Source: an optimization exercise on an open RTL-to-GDS flow (aim: small area). Production flows keep margins and buffers that such runs may drop. At most, simulation tests tie the RTL to the original design; equivalence was not proved. Power and IR drop assume default switching activity.

// pe
module pe(
    input clk,
    input rst,
    input [15:0] matchpoint,
    input [15:0] gap_e,
    input [15:0] gap_o,
    input [2:0] Q,
    input [2:0] R,
    input en,
    input signed [32:0] H_up,
    input signed [32:0] D_up,
    output signed [32:0] curr_H,
    output reg signed [32:0] curr_I,
    output reg signed [32:0] curr_D,
    output [3:0] ptr
);
Settings: LEC_CHECK=0, CAP_MARGIN=20, CORE_MARGIN=2, CORE_UTILIZATION=40, GPL_TIMING_DRIVEN=0, SLEW_MARGIN=20; clock period 7.5 ns.
standard.sh (not shown) runs the stock make flow with config.mk's settings and CLKGATE_MAP_FILE= SYNTH_SCRIPT=/design/flow/synth_recipe.tcl, a recipe that flattens the netlist after the stock synthesis.
==> flow/flow/run.sh <==
#!/bin/bash
# Own layout flow: the standard ORFS flow, with two changes:
#  - synthesis maps with an area-oriented ABC script (flow/abc_area.script),
#  - ports are buffered with sky130_fd_sc_hd__buf_1 instead of the default cell.
# Every tool's output goes to a log file in this folder.
set -uo pipefail
here=$(pwd)
rm -rf "$here/scripts_copy"
cp -r "$FLOW_HOME/scripts" "$here/scripts_copy"
cp "$here/flow/abc_area.script" "$here/scripts_copy/abc_area.script"
knobs=(SCRIPTS_DIR="$here/scripts_copy" ABC_AREA=1)
[ -f "$here/flow/knobs.txt" ] && while read -r l; do [ -n "$l" ] && knobs+=("$l"); done < "$here/flow/knobs.txt"
bash standard.sh "${knobs[@]}" finish > "$here/flow_make.log" 2>&1
rc=$?
cp -r "$here/orfs/logs" "$here/orfs_logs" 2>/dev/null
exit $rc
==> flow/flow/abc_area.script <==
strash; dch -f; map -D 5500; topo; buffer -c; upsize -D 5500; dnsize -D 5500; stime -c
==> flow/flow/knobs.txt <==
BUFFER_PORTS_ARGS=-buffer_cell sky130_fd_sc_hd__buf_1
ADDER_MAP_FILE=
The starting point finished but fails on negative setup slack.
==> next run, changes <==
==> flow/flow/abc_area.script (replaced) <==
strash; dch -f; map -D 5000; topo; buffer -c; upsize -D 5000; dnsize -D 5000; stime -c
After rerunning: The changed run produced a layout that fails on negative setup slack; fmax went up by a few percent; first-iteration DRC count went up by about a fifth; die area came out higher slightly; non-clock buffer count decreases by 85; cell area went down by a little under a tenth; final cell count shrinks by a few percent; total power decreases by a few percent; wire length falls by a few percent.
Function was not checked in any run of this note: the RTL went through the layout flow alone.

---

The RTL this note starts from:
==> flow/design.v <==
module pe(
    input clk,
    input rst,
    input [15:0] matchpoint,
    input [15:0] gap_e,
    input [15:0] gap_o,
    input [2:0] Q,
    input [2:0] R,
    input en,
    input signed [32:0] H_up,
    input signed [32:0] D_up,
    output signed [32:0] curr_H,
    output reg signed [32:0] curr_I,
    output reg signed [32:0] curr_D,
    output [3:0] ptr
);
    reg signed [32:0] Hd, Ir, Dr;
    reg [31:0] Hr, cH;
    reg [3:0] p;
    assign curr_H = {1'b0, cH};
    assign ptr = p;
    function [32:0] sub16;
        input [32:0] a;
        input [15:0] b;
        integer i;
        reg c, bb, z;
        begin
            c = 1'b1;
            for (i = 0; i < 16; i = i + 1) begin
                bb = ~b[i];
                sub16[i] = a[i] ^ bb ^ c;
                c = (a[i] & bb) | (c & (a[i] ^ bb));
            end
            z = 1'b1;
            for (i = 16; i < 33; i = i + 1) begin
                sub16[i] = a[i] ^ (~c & z);
                z = z & ~a[i];
            end
        end
    endfunction
    function [32:0] add16;
        input [32:0] a;
        input [15:0] b;
        integer i;
        reg c, p;
        begin
            c = 1'b0;
            for (i = 0; i < 16; i = i + 1) begin
                add16[i] = a[i] ^ b[i] ^ c;
                c = (a[i] & b[i]) | (c & (a[i] ^ b[i]));
            end
            p = 1'b1;
            for (i = 16; i < 33; i = i + 1) begin
                add16[i] = a[i] ^ (c & p);
                p = p & a[i];
            end
        end
    endfunction
    function ge;
        input [32:0] x;
        input [32:0] y;
        integer i;
        reg c, xa, yb;
        begin
            c = 1'b1;
            for (i = 0; i < 33; i = i + 1) begin
                xa = (i == 32) ? ~x[i] : x[i];
                yb = (i == 32) ? y[i] : ~y[i];
                c = (xa & yb) | (c & (xa | yb));
            end
            ge = c;
        end
    endfunction
    wire [15:0] m = (Q == R) ? matchpoint : 16'd0;
    wire [32:0] I1 = sub16({1'b0, cH}, gap_o);
    wire [32:0] I2 = sub16(curr_I, gap_e);
    wire [32:0] D1 = sub16(H_up, gap_o);
    wire [32:0] D2 = sub16(D_up, gap_e);
    wire [32:0] H4 = add16(Hd, m);
    wire selI = ~ge(I1, I2);
    wire selD = ~ge(D1, D2);
    wire [32:0] In = selI ? I2 : I1;
    wire [32:0] Dn = selD ? D2 : D1;
    wire gID = ge(Ir, Dr);
    wire gIH = ge(Ir, H4);
    wire gDH = ge(Dr, H4);
    wire wI = gID & gIH & ~Ir[32];
    wire wD = ~gID & gDH & ~Dr[32];
    wire wH = ~gIH & ~gDH & ~H4[32];
    wire [31:0] Hn = ({32{wI}} & Ir[31:0]) | ({32{wD}} & Dr[31:0]) | ({32{wH}} & H4[31:0]);
    wire nz = |Hn;
    wire [1:0] hi = nz ? {wD | wH, wI | wH} : 2'd0;
    always @(posedge clk or posedge rst) begin
        if (rst) begin
            Hd <= 33'd0;
            Ir <= 33'd0;
            Dr <= 33'd0;
            Hr <= 32'd0;
            cH <= 32'd0;
            curr_I <= 33'd0;
            curr_D <= 33'd0;
            p <= 4'd0;
        end else begin
            Hd <= H_up;
            Ir <= In;
            Dr <= Dn;
            Hr <= Hn;
            cH <= Hr;
            curr_I <= Ir;
            curr_D <= Dr;
            p <= {selI, selD, hi};
        end
    end
endmodule
export LEC_CHECK = 0
export CAP_MARGIN = 20
export CORE_MARGIN = 2
export CORE_UTILIZATION = 40
export SLEW_MARGIN = 20
create_clock -name core_clock -period 7.5 [get_ports {clk}]
==> flow/flow/abc_area.script <==
strash; dch -f; map -D 5500; topo; buffer -c; upsize -D 5500; dnsize -D 5500; stime -c
Scripts as last shown in full above: flow/flow/run.sh, flow/flow/knobs.txt
The starting point finished with negative setup slack left.
Change:
==> flow/flow/abc_area.script (replaced) <==
strash; dch -f; map -D 6000; topo; buffer -c; upsize -D 6000; dnsize -D 6000; stime -c
What happened: The new run completed, yet does not pass: negative setup slack; design area increases by 2.9%; power increases by 3.7%; non-clock buffer count increases by 62; clock skew decreases by 0.0050 ns; hold slack improved by 0.0062 ns.
No functional check of the RTL was part of any run of this note.

---

pe, a different RTL version from the one above (not shown whole).
Size in the first run: about 1600 cells after synthesis, roughly 230 I/O pins, ~13000 µm² of cells after synthesis.
clock: 7.5 ns
lec_check: 0
cap_margin: 20
core_margin: 2
core_utilization: 40
gpl_timing_driven: 0
slew_margin: 20
==> flow/flow/abc_area.script <==
strash; dc2; dc2; dch -f; map -D 5500; topo; buffer -c; upsize -D 5500; dnsize -D 5500; stime -c
Scripts as last shown in full above: flow/flow/run.sh, flow/flow/knobs.txt
The first run completed, yet does not pass: setup timing.
Then changed:
==> flow/flow/abc_area.script (replaced) <==
strash; dc2; dc2; dch -f; map -D 5000; topo; buffer -c; upsize -D 5000; dnsize -D 5000; stime -c
==> flow/flow/knobs.txt (replaced) <==
BUFFER_PORTS_ARGS=-buffer_cell sky130_fd_sc_hd__buf_1
ADDER_MAP_FILE=
CTS_ARGS=-sink_clustering_enable -repair_clock_nets -buf_list sky130_fd_sc_hd__clkbuf_4 -sink_clustering_size 8 -sink_clustering_max_diameter 40 -dont_use_dummy_load
Settings changed: CAP_MARGIN 20 to 5, CORE_UTILIZATION 40 to 60, SETUP_SLACK_MARGIN set to 0.05, SLEW_MARGIN 20 to 5.
What happened:
- This time the run produced a clean layout
- final cell count went down by 5.4%
- sequential share of layout area went up by 1.2 points
- design area went down by 3.2%
Then changed:
==> flow/flow/abc_area.script (replaced) <==
strash; dc2; dc2; dch -f; map -D 5000; topo; upsize -D 5000; dnsize -D 5000; stime -c
Settings changed: CAP_MARGIN 5 to 20, SLEW_MARGIN 5 to 20.
This time the run finished with setup timing left.
Die area came out lower by 2.4%.
Via count came out higher by 2.0%.
Design area is higher by 1.3%.
Total power went up by 1.8%.
Worst setup slack gets worse by 0.43 ns.
Clock power hardly moves.
Combinational power grows by about 1%.
Then changed:
==> flow/flow/abc_area.script (replaced) <==
strash; dc2; dc2; dch -f; map -D 5000; topo; buffer -c; upsize -D 5000; dnsize -D 5000; stime -c
==> flow/flow/knobs.txt (replaced) <==
BUFFER_PORTS_ARGS=-buffer_cell sky130_fd_sc_hd__buf_1
ADDER_MAP_FILE=
Settings changed: CTS_BUF_LIST set to sky130_fd_sc_hd__clkbuf_8, CTS_CLUSTER_DIAMETER set to 60, CTS_CLUSTER_SIZE set to 16.
Outcome: Now the flow completed with no timing, DRC or antenna violations. Clock skew is lower by 0.055 ns. Sequential share of layout area came out lower by 0.13 points. Design area grows by 0.42%. First-iteration DRC count climbs by 5.8%. Register-to-register slack gains 0.25 ns.

---

Setup of run 1:
Another version of the RTL of pe (not shown whole).
Size in the first run: roughly 1600 cells after synthesis, roughly 230 flip-flops, ~13000 um^2 of cells after synthesis.
Design pe, start of the top module:
module pe(
    input clk,
    input rst,
    input [15:0] matchpoint,
    input [15:0] gap_e,
    input [15:0] gap_o,
    input [2:0] Q,
    input [2:0] R,
    input en,
    input signed [32:0] H_up,
    input signed [32:0] D_up,
    output signed [32:0] curr_H,
    output reg signed [32:0] curr_I,
    output reg signed [32:0] curr_D,
    output [3:0] ptr
);
Settings: LEC_CHECK=0, CAP_MARGIN=5, CORE_MARGIN=2, CORE_UTILIZATION=65, GPL_TIMING_DRIVEN=0, SETUP_SLACK_MARGIN=0.05, SLEW_MARGIN=5; clock period 7.5 ns.
==> flow/flow/abc_area.script <==
strash; dc2; dc2; dch -f; map -D 5000; topo; buffer -c; upsize -D 5000; dnsize -D 5000; stime -c
==> flow/flow/knobs.txt <==
BUFFER_PORTS_ARGS=-buffer_cell sky130_fd_sc_hd__buf_1
ADDER_MAP_FILE=
CTS_ARGS=-sink_clustering_enable -repair_clock_nets -buf_list sky130_fd_sc_hd__clkbuf_4 -sink_clustering_size 9 -sink_clustering_max_diameter 45 -dont_use_dummy_load
Scripts as last shown in full above: flow/flow/run.sh
The following lists how run 2 was set up differently from run 1:
Settings: CORE_UTILIZATION now 60, was 65.
==> flow/flow/abc_area.script <==
strash; dc2; dc2; dch -f; map -D 5800; topo; buffer -c; upsize -D 5800; dnsize -D 5800; stime -c
==> flow/flow/knobs.txt <==
BUFFER_PORTS_ARGS=-buffer_cell sky130_fd_sc_hd__buf_1
ADDER_MAP_FILE=
CTS_ARGS=-sink_clustering_enable -repair_clock_nets -buf_list sky130_fd_sc_hd__clkbuf_4 -sink_clustering_size 8 -sink_clustering_max_diameter 40 -dont_use_dummy_load
--- outcome ---
- Taking run 1 as the reference point, the clock latency at the later pin of the worst-skew pair of run 2 falls by 0.07 ns.
- Worst setup slack: run 2 lower than run 1
- Cmp run 2 vs run 1: routed wire length lower in run 2
- Of run 2 and run 1, run 1 shows the higher critical path required time, with run 2 below it.
- Looking at detailed placement HPWL, run 2 sits about 3.6% higher than run 1 does.
- [run 2] fraction of standard cell area that is sequential fell 0.33 points relative to run 1
- Compared with run 1, overall power in run 2 increased by a few percent.
- Run 2 ran in full, but the layout does not pass; the checks complain about setup timing.
- [run 2] total number of nets in the final design rose 2.0% relative to run 1
The following lists how run 3 was set up differently from run 2:
==> flow/flow/abc_area.script <==
strash; dc2; dc2; dch -f; map -D 5000; topo; buffer -c; upsize -D 5000; dnsize -D 5000; stime -c
==> comparison <==
- Delta (run 3 minus run 2): maximum frequency higher, height of the chip shows no meaningful change, met1 track utilization from global routing fell by 0.83 points, global routing met2 resource utilization dropped 0.36 points.
- Per the final summary, run 3 finished and its layout is clean on timing, DRC and antenna.
- Delta(share of final layout cell area taken by non-clock buffers, run 3 - run 2) < 0
- Final critical delay including setup and external delays (lower): run 3
- Summary of the comparison: post-synthesis cell count is lower in run 3, relative to run 2.
- Between run 3 and run 2, the clock power share is higher for run 3.
diff inputs: run 3 => run 4
Settings: changing CORE_UTILIZATION from 60 to 65.
## What came out
In run 4 relative to run 3, count of clock-buffer cells in the layout had gone down by a few percent.
Run 4 vs. run 3: setup fix buffers added after clock tree synthesis went down 6, largest fanout on the critical path went up 1, total power went down 0.61%, share of flip-flops with an asynchronous set or reset after synthesis held.
Setup WNS run 3 -> run 4: better
The number of inserted filler cells in the final layout in run 4 was lower than what run 3 gave.
Comparing run 4 with run 3, the post-placement cell area came out essentially unchanged.
Last element of the critical path: Ir[30] -> run 3, Ir[19] -> run 4
Looking at hold slack, run 4 sits 0.0042 ns higher than run 3 does.

---

pe again, from the RTL that the note above started with.
==> flow/config.mk <==
export PLATFORM = sky130hd
export DESIGN_NAME = pe
export DESIGN_NICKNAME = pe
export VERILOG_FILES = /design/flow/design.v
export SDC_FILE = /design/flow/constraint.sdc
export NUM_CORES = 4
export LEC_CHECK = 0
export CAP_MARGIN = 5
export CORE_MARGIN = 2
export CORE_UTILIZATION = 60
export GPL_TIMING_DRIVEN = 0
export SETUP_SLACK_MARGIN = 0.05
export SLEW_MARGIN = 5
==> flow/constraint.sdc <==
create_clock -name core_clock -period 7.5 [get_ports {clk}]
set_input_delay 1.5000 -clock core_clock [delete_from_list [all_inputs] [get_ports {clk}]]
set_output_delay 1.5000 -clock core_clock [all_outputs]
set_load 0.01 [all_outputs]
==> flow/flow/abc_area.script <==
strash; dc2; dc2; dch -f; map -D 5000; topo; buffer -c; upsize -D 5000; dnsize -D 5000; stime -c
==> flow/flow/knobs.txt <==
BUFFER_PORTS_ARGS=-buffer_cell sky130_fd_sc_hd__buf_1
ADDER_MAP_FILE=
CTS_ARGS=-sink_clustering_enable -repair_clock_nets -buf_list sky130_fd_sc_hd__clkbuf_8 -sink_clustering_size 20 -sink_clustering_max_diameter 60 -dont_use_dummy_load
Scripts as last shown in full above: flow/flow/run.sh
The baseline completed and failed the layout checks on negative setup slack.
==> next run, changes <==
==> flow/flow/abc_area.script (replaced) <==
strash; dc2; dc2; dch -f; map -D 5300; topo; buffer -c; upsize -D 5300; dnsize -D 5300; stime -c
==> flow/flow/knobs.txt (replaced) <==
BUFFER_PORTS_ARGS=-buffer_cell sky130_fd_sc_hd__buf_1
ADDER_MAP_FILE=
CTS_ARGS=-sink_clustering_enable -repair_clock_nets -buf_list sky130_fd_sc_hd__clkbuf_4 -sink_clustering_size 8 -sink_clustering_max_diameter 40 -dont_use_dummy_load
Result:
- The new run went through all stages and came out clean
- power rises by 4.1%
- die area rose by 1.8%
- via count stays flat
- final cell count goes up by 1.1%
- clock-buffer cell count went up by 19
- area after synthesis came out higher by 1.8%
- utilization drops by 0.88 points
- hold slack improves by 0.0082 ns
- combinational power is higher by 6.2%
- cell area rose by 1.3%
- non-clock buffer count fell by 3
==> next run, changes <==
==> flow/flow/abc_area.script (replaced) <==
strash; dc2; dc2; dch -f; map -D 5000; topo; buffer -c; upsize -D 5000; dnsize -D 5000; stime -c
--- a/flow/config.mk
+++ b/flow/config.mk
@@ -9,5 +9,5 @@
 export CORE_MARGIN = 2
-export CORE_UTILIZATION = 60
+export CORE_UTILIZATION = 65
 export GPL_TIMING_DRIVEN = 0
-export SETUP_SLACK_MARGIN = 0.05
+export SETUP_SLACK_MARGIN = 0.03
 export SLEW_MARGIN = 5
After rerunning: Worst setup slack is worse by 0.056 ns; combinational power came out lower by about 5%; design area came out lower by about 1.5%; worst hold slack is better by 0.0047 ns; routed wire length came out higher by 3.6%; register-to-register slack is worse by 0.07 ns; maximum frequency came out lower by 0.76%; global-route usage came out higher by 3.8 points.

[re-timing with driven ports]
No port has a modelled driver above. Below, the same layouts with a new extraction and two added sets of constraints.
Step 1 assumes that a clkbuf_16 drives the clock port and a buf_2 every other input.
Step 2 moves the port delays by t, midway between the first and last clock arrival at a register: inputs arrive t later, outputs are due t later. That takes back most of the time a late clock gives input paths.
Slacks: ideal ports / drivers / drivers and shift; pairs: ideal ports / drivers.
run	t, ns	setup WS [ns]	worst setup path at the end	worst register clock-pin slew, ns
the first run of note 1	0.595	-1.043 / -1.095 / -1.021	input to register	0.07 / 0.07
the second run of note 1	0.581	-0.560 / -0.609 / -0.584	input to register	0.06 / 0.06
the first run of note 2	0.583	-0.066 / -0.059 / -0.643	input to register	0.07 / 0.07
the second run of note 2	0.577	-0.493 / -0.486 / -1.063	input to register	0.07 / 0.07
the first run of note 3	0.585	-0.876 / -0.889 / -1.475	input to register	0.06 / 0.06
the second run of note 3	0.675	0.185 / 0.201 / -0.474	input to register	0.10 / 0.10
the third run of note 3	0.676	-0.249 / -0.296 / -0.600	input to register	0.10 / 0.10
the fourth run of note 3	0.575	0.199 / 0.209 / -0.366	input to register	0.11 / 0.11
run 1	0.760	0.207 / 0.203 / -0.557	input to register	0.11 / 0.11
run 2	0.663	-0.091 / -0.069 / -0.732	input to register	0.10 / 0.10
run 3	0.665	0.172 / 0.165 / -0.500	input to register	0.10 / 0.10
run 4	0.671	0.183 / 0.173 / -0.499	input to register	0.10 / 0.10
the first run of note 5	0.586	-0.059 / -0.065 / -0.651	input to register	0.12 / 0.12
the second run of note 5	0.667	0.211 / 0.213 / -0.454	input to register	0.10 / 0.10
the third run of note 5	0.676	0.156 / 0.132 / -0.544	input to register	0.11 / 0.11
With both steps, setup timing fails in 7 of these runs, where it was met with ideal ports. The setup slack of run 1, which loses most, moves by -0.004 ns with the drivers and by -0.764 ns with both steps.
